Context: an optimization exercise on an open-source flow, tuned for small area. The choices shown serve that exercise and are no tape-out recipe. The RTL was checked by simulation tests, not by an equivalence proof against the original design. Power and IR drop assume default switching activity. No driver is modelled on the clock port, so clocking that relies on it looks cheaper here than on a real chip.

// UART_wrapper
module UART_wrapper (clk, rst, rx, rx_rd_en, tx_wr_data, tx_wr_en, rx_rd_data, rx_empty, rx_full, tx, tx_full,
                     rx_parity_error, rx_frame_error);
    parameter N_BIT = 8;   
    input clk, rst;
    input rx;   
    input rx_rd_en;   
    input tx_wr_en;   
    input [N_BIT - 1 : 0] tx_wr_data;   
    output rx_empty, rx_full;   
    output tx;   
    output tx_full;   
    output rx_parity_error, rx_frame_error;   
    output [N_BIT - 1 : 0] rx_rd_data;   
    wire S_tick;   
    baud_rate_gen baud_rate_generator (.clk(clk), .rst(rst), .S_tick(S_tick));
    Transmitter_TOP tx_top (.clk(clk), .rst(rst), .S_tick(S_tick), .tx_wr_data(tx_wr_data), .tx_wr_en(tx_wr_en),
                           .tx(tx), .tx_full(tx_full));
    Receiver_TOP rx_top (.clk(clk), .rst(rst), .S_tick(S_tick), .rx(rx), .rx_rd_en(rx_rd_en), .rx_rd_data(rx_rd_data),
                         .rx_empty(rx_empty), .rx_full(rx_full), .rx_parity_error(rx_parity_error), .rx_frame_error(rx_frame_error));
endmodule
==> flow/config.mk <==
export PLATFORM = sky130hd
export DESIGN_NAME = UART_wrapper
export DESIGN_NICKNAME = UART_wrapper
export VERILOG_FILES = /design/flow/design.v
export SDC_FILE = /design/flow/constraint.sdc
export NUM_CORES = 4
export LEC_CHECK = 0
export CAP_MARGIN = 20
export CORE_MARGIN = 2
export CORE_UTILIZATION = 55
export SLEW_MARGIN = 20
==> flow/constraint.sdc <==
create_clock -name core_clock -period 20.0 [get_ports {clk}]
set_input_delay 4.0000 -clock core_clock [delete_from_list [all_inputs] [get_ports {clk}]]
set_output_delay 4.0000 -clock core_clock [all_outputs]
set_load 0.01 [all_outputs]
standard.sh (not shown) runs the stock make flow with config.mk's settings and CLKGATE_MAP_FILE= SYNTH_SCRIPT=/design/flow/synth_recipe.tcl, a recipe that flattens the netlist after the stock synthesis.
==> flow/flow/run.sh <==
#!/bin/bash
# Own flow: the standard synthesis, then the standard ORFS steps with
#  - cells downsized to their smallest equivalent before placement (flow/downsize.tcl),
#  - port buffers made with buf_1,
#  - a clock tree of small clock buffers without dummy loads.
set -euo pipefail
HERE=$(pwd)
bash standard.sh synth > synth.log 2>&1
export PRE_GLOBAL_PLACE_TCL=$HERE/flow/downsize.tcl
export BUFFER_PORTS_ARGS="-buffer_cell sky130_fd_sc_hd__buf_1"
export CTS_ARGS="-sink_clustering_enable -repair_clock_nets -buf_list {sky130_fd_sc_hd__clkbuf_8} -sink_clustering_size 16 -sink_clustering_max_diameter 60 -dont_use_dummy_load"
bash standard.sh > layout.log 2>&1
==> flow/flow/downsize.tcl <==
# Area recovery before placement: give every cell the smallest-area cell of the same function
# and pins (its drive strength may change; a register stays the same kind of register). Repair
# later in the flow upsizes or buffers again where slew, capacitance or timing need it.
set lib [lindex [get_libs *] 0]
sta::make_equiv_cells $lib
set dont_use_pat {probe|lpflow|clkdlybuf|dlygate|dlymetal|clkbuf|clkinv}
set saved 0.0
set n 0
foreach inst [[ord::get_db_block] getInsts] {
  set master [$inst getMaster]
  if { [$master getType] ne "CORE" } { continue }
  set name [$master getName]
  set cell [get_lib_cells -quiet $name]
  if { $cell eq "" } { continue }
  set best $name
  set best_area [expr { [$master getWidth] * [$master getHeight] }]
  foreach eq [sta::find_equiv_cells $cell] {
    set en [get_name $eq]
    if { [regexp $dont_use_pat $en] } { continue }
    set m [[ord::get_db] findMaster $en]
    if { $m eq "NULL" } { continue }
    set a [expr { [$m getWidth] * [$m getHeight] }]
    if { $a < $best_area } { set best $en; set best_area $a }
  }
  if { $best ne $name } {
    set old [expr { [$master getWidth] * [$master getHeight] }]
    set saved [expr { $saved + $old - $best_area }]
    incr n
    replace_cell [$inst getName] $best
  }
}
set dbu [[ord::get_db_block] getDbUnitsPerMicron]
puts "downsize: $n cells replaced, [expr { $saved / $dbu / $dbu }] um2 saved"
The baseline produced a clean layout.
Rerun with:
--- a/flow/flow/run.sh
+++ b/flow/flow/run.sh
@@ -11 +11 @@
-export CTS_ARGS="-sink_clustering_enable -repair_clock_nets -buf_list {sky130_fd_sc_hd__clkbuf_8} -sink_clustering_size 16 -sink_clustering_max_diameter 60 -dont_use_dummy_load"
+export CTS_ARGS="-sink_clustering_enable -repair_clock_nets -buf_list {sky130_fd_sc_hd__clkbuf_4 sky130_fd_sc_hd__clkbuf_8} -sink_clustering_size 12 -sink_clustering_max_diameter 60 -dont_use_dummy_load"
- CORE_UTILIZATION: 55 -> 40
Result: The new run went through all stages and came out clean; setup slack gains 68 ps; critical path depth came out lower by 1; core utilization goes down by 16 points; design area rose by about 1.5%; total power came out higher by 1.6%; routed wire length decreases by 0.93%; combinational power shrinks by about 2%.
Rerun with:
--- a/flow/flow/run.sh
+++ b/flow/flow/run.sh
@@ -11 +11 @@
-export CTS_ARGS="-sink_clustering_enable -repair_clock_nets -buf_list {sky130_fd_sc_hd__clkbuf_4 sky130_fd_sc_hd__clkbuf_8} -sink_clustering_size 12 -sink_clustering_max_diameter 60 -dont_use_dummy_load"
+export CTS_ARGS="-sink_clustering_enable -repair_clock_nets -buf_list {sky130_fd_sc_hd__clkbuf_16} -sink_clustering_size 34 -sink_clustering_max_diameter 100 -dont_use_dummy_load"
- CORE_UTILIZATION: 40 -> 55
Critical path depth increases by 1.
Die area decreases by 27%.
Wire length barely changes.
Rerun with:
--- a/flow/flow/run.sh
+++ b/flow/flow/run.sh
@@ -11 +11 @@
-export CTS_ARGS="-sink_clustering_enable -repair_clock_nets -buf_list {sky130_fd_sc_hd__clkbuf_16} -sink_clustering_size 34 -sink_clustering_max_diameter 100 -dont_use_dummy_load"
+export CTS_ARGS="-sink_clustering_enable -repair_clock_nets -buf_list {sky130_fd_sc_hd__clkbuf_16} -sink_clustering_size 28 -sink_clustering_max_diameter 80 -dont_use_dummy_load"
- CORE_UTILIZATION: 55 -> 70
Outcome: The new run produced a clean layout; wire length fell by 5.9%; flip-flop and latch count stays the same; setup slack improves by 14 ps; non-clock buffer count does not change; cell area fell by 0.31%; synthesized cell count stays the same.

separate check: timing with driven ports:
No port has a modelled driver above. Below, the same layouts with a new extraction and two added sets of constraints. Step 1 (the two cells are an assumption about what drives the block):
set clk [get_ports {clk}]
set_driving_cell -lib_cell sky130_fd_sc_hd__clkbuf_16 $clk
set_driving_cell -lib_cell sky130_fd_sc_hd__buf_2 [delete_from_list [all_inputs] $clk]
Step 2 times the ports against the registers' clock, not the clock port: input delays grow and output delays shrink by t, the midpoint of the rising clock arrivals with the driver on. Three values: ideal, step 1, step 2; two values: the first two.
| run | t, ns | setup slack, ns | worst setup path at the end | cell pins on the clock port's net |
|---|---|---|---|---|
| the first run | 0.598 | 13.647 / 13.605 / 13.859 | input to register | 1 |
| the second run | 0.555 | 13.715 / 13.673 / 13.907 | input to register | 1 |
| the third run | 0.532 | 13.728 / 13.680 / 13.864 | input to register | 1 |
| the fourth run | 0.524 | 13.742 / 13.698 / 13.405 | input to register | 1 |
After both steps setup and hold are still met in every run listed. For the fourth run, which loses most, drivers alone change the setup slack by -0.044 ns; drivers and shift together by -0.337 ns.
